Context: an optimization exercise on an open-source flow, tuned for small area, a short achievable clock period and few clock cycles per item. The choices shown serve that exercise and are no tape-out recipe.
Only simulation tests tie the RTL to the original design; equivalence was not proved.
No activity file was given, so power comes from the tool's default toggle rates.

==> inputs of job 351 <==
## main
module main(
	input rst_i,
	input clk_i,
	input [7 : 0] a_in,
	input [7 : 0] b_in,
	output busy_out,
	output [15 : 0] y_out
);
    wire [2:0] g;
    wire [9:0] y_next;
    reg  [9:0] y;
    cbrt cbrt1(.a_bi(b_in), .y_bo(g));
    assign y_next = {2'b00, a_in} + {1'b0, a_in, 1'b0} + {6'd0, g, 1'b0};
    always @(posedge clk_i)
        if (rst_i)
            y <= y_next;
    assign busy_out = 1'b0;
    assign y_out = {6'd0, y};
endmodule
==> module cbrt, before the edit <==
module cbrt (
	input [7 : 0] a_bi,
	output [2 : 0] y_bo
);
    assign y_bo = (a_bi >= 8'd217) ? 3'd7 :
                  (a_bi >= 8'd216) ? 3'd6 :
                  (a_bi >= 8'd125) ? 3'd5 :
                  (a_bi >= 8'd64)  ? 3'd4 :
                  (a_bi >= 8'd27)  ? 3'd3 :
                  (a_bi >= 8'd8)   ? 3'd2 :
                  (a_bi != 8'd0)   ? 3'd1 : 3'd0;
endmodule
==> module main, before the edit <==
module main(
	input rst_i,
	input clk_i,
	input [7 : 0] a_in,
	input [7 : 0] b_in,
	output busy_out,
	output [15 : 0] y_out
);
    wire [2:0] g;
    wire [9:0] y_next;
    reg  [9:0] y;
    cbrt cbrt1(.a_bi(b_in), .y_bo(g));
    assign y_next = {2'b00, a_in} + {1'b0, a_in, 1'b0} + {6'd0, g, 1'b0};
    always @(posedge clk_i)
        if (rst_i)
            y <= y_next;
    assign busy_out = 1'b0;
    assign y_out = {6'd0, y};
endmodule
clock: 5.0 ns
lec_check: 0
cap_margin: 20
core_area: 2.5 2.5 59.5 59.5
die_area: 0 0 62 62
slew_margin: 20
standard.sh (not shown) runs the stock make flow with config.mk's settings and CLKGATE_MAP_FILE= SYNTH_SCRIPT=/design/flow/synth_recipe.tcl, a recipe that flattens the netlist after the stock synthesis.
==> flow/flow/run.sh <==
#!/bin/bash
# Own flow: the standard layout, but the port buffers are the smallest
# buffer (buf_1) instead of the resizer's default pick.
set -euo pipefail
bash standard.sh "BUFFER_PORTS_ARGS=-buffer_cell sky130_fd_sc_hd__buf_1" finish > standard.log 2>&1
==> job 2983: changes against job 351 <==
==> flow/design.v (replaced) <==
`timescale 1ns / 1ps
module mult;
endmodule
`timescale 1ns / 1ps
module cbrt (
	input [7 : 0] b,
	output [2 : 0] g
);
    assign g = (b >= 8'd217) ? 3'd7 :
               (b >= 8'd216) ? 3'd6 :
               (b >= 8'd125) ? 3'd5 :
               (b >= 8'd64)  ? 3'd4 :
               (b >= 8'd27)  ? 3'd3 :
               (b >= 8'd8)   ? 3'd2 :
               (b != 8'd0)   ? 3'd1 : 3'd0;
endmodule
`timescale 1ns / 1ps
module main(
	input rst_i,
	input clk_i,
	input [7 : 0] a_in,
	input [7 : 0] b_in,
	output busy_out,
	output [15 : 0] y_out
);
    wire [2:0] g;
    cbrt cbrt1(.b(b_in), .g(g));
    wire [9:0] t = {2'b00, a_in} + {1'b0, a_in, 1'b0};     
    wire [4:0] s = {1'b0, t[3:0]} + {1'b0, g, 1'b0};        
    reg [5:0] q;
    reg e;
    reg [3:0] lo;
    always @(posedge clk_i)
        if (rst_i) begin
            q <= t[9:4];
            e <= s[4];
            lo <= s[3:0];
        end
    assign busy_out = 1'b0;
    assign y_out = {6'd0, q + {5'd0, e}, lo};
endmodule
==> flow/flow/run.sh (replaced) <==
#!/bin/bash
# Own flow: the standard layout (standard.sh) with two changes:
#  - synthesis runs flow/synth.tcl: ORFS's synthesis with the same passes and
#    register names, but without full-adder extraction and with ABC mapping by
#    flow/abc.script;
#  - the port buffers are the smallest buffer (buf_1).
# Each step's full log is in orfs/logs/; make's output is in standard.log.
set -euo pipefail
here=$(pwd)
export MY_ABC_SCRIPT=$here/flow/abc.script
bash standard.sh "SYNTH_SCRIPT=$here/flow/synth.tcl" \
  "BUFFER_PORTS_ARGS=-buffer_cell sky130_fd_sc_hd__buf_1" finish > standard.log 2>&1
==> flow/flow/abc.script (new file) <==
strash; dch; map -D 1200; topo; buffer -c; upsize -D 1200 -c; dnsize -D 1200 -c
==> flow/flow/synth.tcl (new file) <==
# ORFS synthesis as synth_recipe.tcl runs it, but with extract_fa skipped and
# abc given the script named by MY_ABC_SCRIPT.
proc synth {args} { yosys synth -nofsm -noshare {*}$args }
proc extract_fa {args} { puts "extract_fa: skipped by my_synth.tcl" }
proc abc {args} {
  set i [lsearch -exact $args -script]
  if {$i >= 0} { lset args [expr {$i + 1}] $::env(MY_ABC_SCRIPT) }
  puts "abc (my_synth.tcl): $args"
  yosys abc {*}$args
}
source $::env(SCRIPTS_DIR)/synth.tcl
# left out here: clear keep_hierarchy, flatten, clean up, hide names made inside functions, write 1_2_yosys.v
CTS_BUF_LIST = sky130_fd_sc_hd__clkbuf_2   (was unset)
CTS_CLUSTER_DIAMETER = 100   (was unset)
CTS_CLUSTER_SIZE = 30   (was unset)
==> job 3042: changes against job 351 <==
==> flow/flow/run.sh (replaced) <==
#!/bin/bash
# Own flow: the standard layout (standard.sh) with two changes:
#  - synthesis runs flow/synth.tcl: ORFS's synthesis with the same passes and
#    register names, but without full-adder extraction and with ABC mapping by
#    flow/abc.script;
#  - the port buffers are the smallest buffer (buf_1).
# Each step's full log is in orfs/logs/; make's output is in standard.log.
set -euo pipefail
here=$(pwd)
export MY_ABC_SCRIPT=$here/flow/abc.script
bash standard.sh "SYNTH_SCRIPT=$here/flow/synth.tcl" \
  "BUFFER_PORTS_ARGS=-buffer_cell sky130_fd_sc_hd__buf_1" finish > standard.log 2>&1
==> flow/flow/abc.script (new file) <==
strash; dch; map -D 1200; topo; buffer -c; upsize -D 1200 -c; dnsize -D 1200 -c
==> flow/flow/synth.tcl (new file) <==
# ORFS synthesis as synth_recipe.tcl runs it, but with extract_fa skipped and
# abc given the script named by MY_ABC_SCRIPT.
proc synth {args} { yosys synth -nofsm -noshare {*}$args }
proc extract_fa {args} { puts "extract_fa: skipped by my_synth.tcl" }
proc abc {args} {
  set i [lsearch -exact $args -script]
  if {$i >= 0} { lset args [expr {$i + 1}] $::env(MY_ABC_SCRIPT) }
  puts "abc (my_synth.tcl): $args"
  yosys abc {*}$args
}
source $::env(SCRIPTS_DIR)/synth.tcl
# left out here: clear keep_hierarchy, flatten, clean up, hide names made inside functions, write 1_2_yosys.v
==> notes.md <==
metric	job 351	job 3042	job 2983
Run status	finished clean	finished clean	finished clean
Remaining max-slew budget at the tightest pin	-	66.6%	63.1%
Number of ordinary inverters in the final layout	10	20	13
Grt met1 use	7.23%	11.5%	12.6%
Static leakage power	0.421 nW	0.485 nW	0.434 nW
Maximum number of pins on one net before global-route repair	11	11	12
Type of element capturing the critical path	register	register	output port
Min Hold Slack	950 ps	1020 ps	1040 ps
Share of the synthesized netlist area taken by xor and xnor gates	4.94%	7.95%	12.9%
Total of fill cells in the finished design	333	334	342
FFs & Latches	10	10	11
Part of the cycle the worst path needs	66.8%	50.7%	47.1%
Vias in the first global route	603	756	656
Critical path data arrival time	3340 ps	2550 ps	1350 ps
Count of multi-input combinational gates	66	100	92
Final net count	151	180	166
Global-route wire length before repair	2.19 mm	2.95 mm	2.68 mm
Syn Std Cell Area	887 sq um	976 sq um	885 sq um
Slowest cell delay on critical path	420 ps	290 ps	390 ps
Switching power share of the total	31.4%	34.3%	33.0%
Root buf cell	clkbuf_4	clkbuf_4	clkbuf_2
Testbench counts of job 351, summed over its fixed seeds: cycles 2,400, items 2,400.
Testbench counts of job 2983, summed over its fixed seeds: cycles 2,400, items 2,400.
Testbench counts of job 3042, summed over its fixed seeds: cycles 2,400, items 2,400.

[what the ideal ports hide]
How much do the figures lean on ideal ports? The routed layouts below were timed once more, with nothing changed but the port constraints. Step 1: set_driving_cell puts a clkbuf_16 on clk_i and a buf_2 on each other input, an assumption about the parent block. Step 2 times the ports against the registers' clock, not the clock port: input delays grow and output delays shrink by t, the midpoint of the rising clock arrivals with the driver on. a / b / c = no drivers / after step 1 / after step 2; a / b = the first two.
run | t (ns) | setup WS [ns] | hold slack, ns | latest minus earliest clock arrival (ns) | worst slew at a driven data input, ns
job 351 | 0.270 | 1.659 / 1.653 / 1.383 | 0.950 / 0.958 / 1.227 | 0.001 / 0.001 | 0.04
job 2983 | 0.260 | 2.645 / 2.623 / 2.500 | 1.043 / 1.042 / 1.302 | 0.004 / 0.003 | 0.04
job 3042 | 0.271 | 2.464 / 2.458 / 2.187 | 1.017 / 1.032 / 1.303 | 0.004 / 0.004 | 0.03
After both steps every run listed still meets setup and hold. For job 3042, which loses most, drivers alone change the setup slack by -0.006 ns; drivers and shift together by -0.277 ns.
